Source: an optimization exercise on an open RTL-to-GDS flow (aim: small area). Production flows keep margins and buffers that such runs may drop. Only simulation tests tie the RTL to the original design; equivalence was not proved.

==> flow/design.v (outline; a module is shown in full before it is edited, if it fits) <==
// module csm_fa: 4 lines
// module csm_ha: 4 lines
// module csm_hc: 4 lines
// module fir_csm: 949 lines
module fir_csm #(
    parameter N = 16
)(
    input wire clk,
    input wire rst,
    input wire data_valid,
    input wire signed [15:0] x_in,
    output wire signed [31:0] y_out
);
  // ...
==> flow/flow/run.sh <==
#!/bin/bash
# The standard layout (standard.sh: ORFS synthesis to finish, unchanged
# synthesis), except that the buffers ORFS puts on every input and output
# port are made from the smallest buffer cell. Tool output goes to standard.log.
set -o pipefail
export BUFFER_PORTS_ARGS="-buffer_cell sky130_fd_sc_hd__buf_1"
bash standard.sh > standard.log 2>&1
==> flow/standard.sh <==
#!/bin/bash
# synth_recipe.tcl (not shown) runs the flow's synth.tcl, then flattens the netlist and writes it again
# the make line also repeats each setting of config.mk as NAME=value (left out here)
make -C /OpenROAD-flow-scripts/flow DESIGN_CONFIG=/design/flow/config.mk WORK_HOME=/design/flow/orfs CLKGATE_MAP_FILE= SYNTH_SCRIPT=/design/flow/synth_recipe.tcl "${@:-finish}"
==> flow/config.mk <==
export PLATFORM = sky130hd
export DESIGN_NAME = fir_csm
export DESIGN_NICKNAME = fir_csm
export VERILOG_FILES = /design/flow/design.v
export SDC_FILE = /design/flow/constraint.sdc
export NUM_CORES = 4
export LEC_CHECK = 0
export ABC_AREA = 1
export CAP_MARGIN = 20
export CORE_MARGIN = 2
export CORE_UTILIZATION = 75
export CTS_BUF_LIST = sky130_fd_sc_hd__clkbuf_8
export CTS_CLUSTER_DIAMETER = 60
export CTS_CLUSTER_SIZE = 20
export PLACE_DENSITY = 0.85
export SLEW_MARGIN = 20
export SYNTH_HIERARCHICAL = 1
==> flow/constraint.sdc <==
create_clock -name core_clock -period 10.0 [get_ports {clk}]
set_input_delay 2.0000 -clock core_clock [delete_from_list [all_inputs] [get_ports {clk}]]
set_output_delay 2.0000 -clock core_clock [all_outputs]
set_load 0.01 [all_outputs]
==> flow_summary.ini, run 1 <==
[setup_path]
crit_slowest_cell = fa_1
cp.required_ns = 10.34

[floorplan]
die_w_um = 159.8
n_tap_cell = 324
die_area_um2 = 25540

[detailed_routing]
ant_nets = 0
routed_wl_mm = 32.28
drt_iter0_drc = 741

[synthesis]
ys_async_sr_fraction_pct = 6.625
synth_area_leaders = edfxtp_1, fa_1, ha_1
synth.top_cell.area_share_pct = 38.25
synth-compound-area-share_pct = 1.024

[hold_path]
holdCritPathClass = flip-flop to flip-flop

[finish]
fin_cells = 1606
drive_gt1_share_pct = 9.516
inv_count = 132
seq_share_pct = 45.53
seqCellArea_um2 = 8782
fillers = 1290
antenna_cells = 0

[global_routing]
met1_usage_pct = 37.55
grtUsageMet3_pct = 5.558
grt.met2_usage_pct = 46.52

[clock_tree]
cts.clk_slew.worst_paths_ns = 0.11
post_cts_buffers = 0
h-tree-depth = 1

[timing]
slew_viol_final = 0
period_share_pct = 89.75
hold_viol = 0
finalWorstPathRequiredPeriod_ns = 8.975

[placement]
gp_congestion = 0.8510

[outcome]
status = finished clean
==> run 2, diff against run 1 <==
--- a/flow/config.mk
+++ b/flow/config.mk
@@ -8,10 +8,10 @@
 export ABC_AREA = 1
 export CAP_MARGIN = 20
 export CORE_MARGIN = 2
-export CORE_UTILIZATION = 75
+export CORE_UTILIZATION = 60
 export CTS_BUF_LIST = sky130_fd_sc_hd__clkbuf_8
-export CTS_CLUSTER_DIAMETER = 60
-export CTS_CLUSTER_SIZE = 20
-export PLACE_DENSITY = 0.85
+export CTS_CLUSTER_DIAMETER = 70
+export CTS_CLUSTER_SIZE = 16
+export PLACE_DENSITY = 0.75
 export SLEW_MARGIN = 20
 export SYNTH_HIERARCHICAL = 1
==> run 2 against run 1 <==
Core utilization decreased by 15 points. First-iteration DRC count decreased by 15%. Design area decreased by 0.32%. Fmax decreased by 0.73%. Die area increased by 24%. Non-clock buffer count increased by 3. Count of clock-buffer cells in the layout decreased by 3. Flip-flop and latch count unchanged. Clock skew decreased by 0.0056 ns.
==> flow_summary.ini, run 2 <==
[timing]
setup_tns_ns = 0
fin_hold_ws_ns = 0.3276
slew_headroom_pct = 32.84
hold_viol = 0
period_share_pct = 90.42
fmax_ghz = 0.1106
slew_viol_final = 0
tightest_slew_ns = 1.007
finalWorstPathRequiredPeriod_ns = 9.042
final-setup-viol-count = 0
rsz0062_at_grt = false
skew_ns = 0.02434
fin_ws_ns = 0.9585

[job]
maxCapViolCount = 0

[synthesis]
synth.top_cell.area_share_pct = 38.25
yosysSeqAreaShare_pct = 48.18
synth_nets = 1638
synth_top_family_by_area = adder cells
syn_inst = 1218
ys_warn_count = 7
yosys-top-cells-count = fa_1, edfxtp_1, inv_1, ha_1, nand2_1
synth_area_leaders = edfxtp_1, fa_1, ha_1
synth_fa_ha_area_share_pct = 39.42
ys_async_sr_fraction_pct = 6.625
synth.cell_area_um2 = 18210
synth.most_common_cell = fa_1
yosys.area_share.xor_xnor_pct = 0.7214
postSynthAreaPerCell_um2 = 14.95
synth-edff-count = 232
synthFlopType = edfxtp_1
synth-compound-area-share_pct = 1.024
synth_cell_type_count = 24
synthMuxAreaShare_pct = 0
yosysTopAreaCell = edfxtp_1
synthSimpleGateAreaFrac_pct = 6.719
ys_ff_latch = 317

[setup_path]
crit_path_end_kind = flip-flop
rr_startpoint = xc[8]
path_max_fanout = 7
path_cells = fa_1, fa_1, fa_1, fa_1, fa_1, fa_1, fa_1, fa_1, fa_1, fa_1, fa_1, fa_1, fa_1, fa_1, fa_1, fa_1, fa_1, fa_1, fa_1, ha_1
cp.required_ns = 10.31
crit_slowest_cell = fa_1
reg2reg_depth = 20
critPathLaunchType = flip-flop
crit_type = flip-flop to flip-flop
reg2reg_slack_ns = 0.96
r2r-end = r7[15]
cpMostUsedCell = fa_1
max_stage_delay_ns = 0.51
worstPathArrival_ns = 9.35

[clock_tree]
cts.clk_slew.worst_paths_ns = 0.10
cts_root_buf = clkbuf_8
post_cts_buffers = 0
h-tree-depth = 1
cts_hold_buf = 0
tritoncts.num_buffers = 25
clock-sinks = 317
cts_tree = done
cts_resized = 0
cts_buffer_depth = 3
clock_latency_ns = 0.58

[global_routing]
grt_max_degree = 81
antenna_found_initial = 0
first_global_vias = 9602
grt_pass1_wl_mm = 50.51
grt_usage_pct = 21.05
overflow = 0

[finish]
area_delta_synth_final_pct = 5.579
final_nets = 1685
layout_common_cells = fa_1, edfxtp_1, inv_1, ha_1, nand2_1
final_common_cell = fa_1
fillers = 2140
antenna_cells = 0
drive_gt1_share_pct = 8.587

[placement]
gp_congestion = 0.8595
hpwl_mm = 22.90
post-place-ws_ns = 0.9591
io_buffers = 50

[floorplan]
die_area_um2 = 31760
pin_count = 51
die_y_um = 178.2
initial_core_util_pct = 61.12
rows = 63
die_w_um = 178.2
core-area_um2 = 29800

[detailed_routing]
ant_nets = 0
drt_iter0_drc = 627
drtPass1Iterations = 7
vias_per_cell = 5.278
routed_wl_mm = 30.69
wl_per_cell_um = 18.37
via_count = 8820
post-route-drc-count = 0

[hold_path]
holdCritPathClass = flip-flop to flip-flop
whs_path_depth = 0
hp-start = xa[9]
hold_path_end = xb[9]

[outcome]
status = finished clean
## run 2: cell types whose count changed in the layout (fill, tap and decap cells not counted)
cell and change:
inv_1 +11, buf_4 +4, clkbuf_8 -3, clkinv_8 -3, clkinv_4 -2, inv_12 -2, inv_6 -2, inv_8 -2
buf_12 -1, bufinv_8 -1, clkinv_2 -1, inv_4 +1
## run 2: kinds of logic after synthesis
family,Yosys count
fa+ha+maj,401
flops,317
simple gates,278
buf+inv,174
compound gates,33
xor+xnor,15
## run 2: per-layer routing
layer	wire, um	share of wire (%)	up-vias	GRT usage, %
met5	0	0	-	0
met4	480	1.6	0	3.557
met3	1516	4.9	32	2.813
met2	15160	49	200	34.75
met1	13530	44	4577	30.98
li1	-	-	4011	-
## run 2: worst max-delay path by stage
stage          endpoint  slack (ns)  cells after the start    from
2_1_floorplan    r7[15]        1.01                     20  xc[14]
3_3_place_gp     r7[15]        1.13                     20   xc[8]
3_5_place_dp     r7[15]        0.96                     20   xc[8]
4_1_cts          r7[15]        0.92                     20   xc[8]
5_1_grt          r7[15]        0.74                     20   xc[8]
6_report         r7[15]        0.96                     20   xc[8]
## run 2: per-module statistics from Yosys (local to each module, per instance)
module	area (um^2)	cells inside
fir_csm	11030	817
csm_fa	20.02	1
csm_ha	12.51	1
## run 2: worst max-delay path, delay by kind of cell (launching register included)
family / cells / cell delay [ns]
adder cells (fa/ha/maj): 20 / 8.30
flip-flops: 1 / 0.48
## run 2: area by class of cell
| cell class | count | area [um^2] | area share [%] |
|---|---|---|---|
| well taps | 390 | 488.0 | 2.538 |
| clock inverters | 18 | 118.9 | 0.6182 |
| inverters | 132 | 495.5 | 2.577 |
| flip-flops and latches | 317 | 8782 | 45.68 |
| repair buffers | 62 | 277.8 | 1.445 |
| multi-input cells | 727 | 8721 | 45.36 |
| clock buffers | 25 | 344.1 | 1.790 |
## run 2: stage by stage
stage	instance area, um^2	utilization [%]	cells
floorplan	18210	-	1218
global placement	18760	62.98	1628
detailed placement	18760	62.98	1628
CTS	19230	64.53	1671
global route	19230	64.53	1671
finish	19230	64.53	1671

==> afterwards: timing with drivers on the ports <==
The results above use ideal ports. As a check the final layouts listed here were re-extracted and re-timed, cells and wires unchanged.
Step 1 assumes that a clkbuf_16 drives the clock port and a buf_2 every other input.
Step 2 also shifts input and output timing later by t, the mid clock arrival at the registers, as if the neighbouring blocks saw the same clock.
a / b / c = ideal / step 1 / step 2; a / b = the first two.
run | shift t [ns] | slack for setup (ns) | worst setup path at the end | latest minus earliest clock arrival (ns)
run 1 | 0.623 | 1.025 / 1.025 / 1.025 | register to register | 0.031 / 0.031
run 2 | 0.611 | 0.958 / 0.958 / 0.958 | register to register | 0.025 / 0.024
After both steps setup and hold are still met in every run listed.
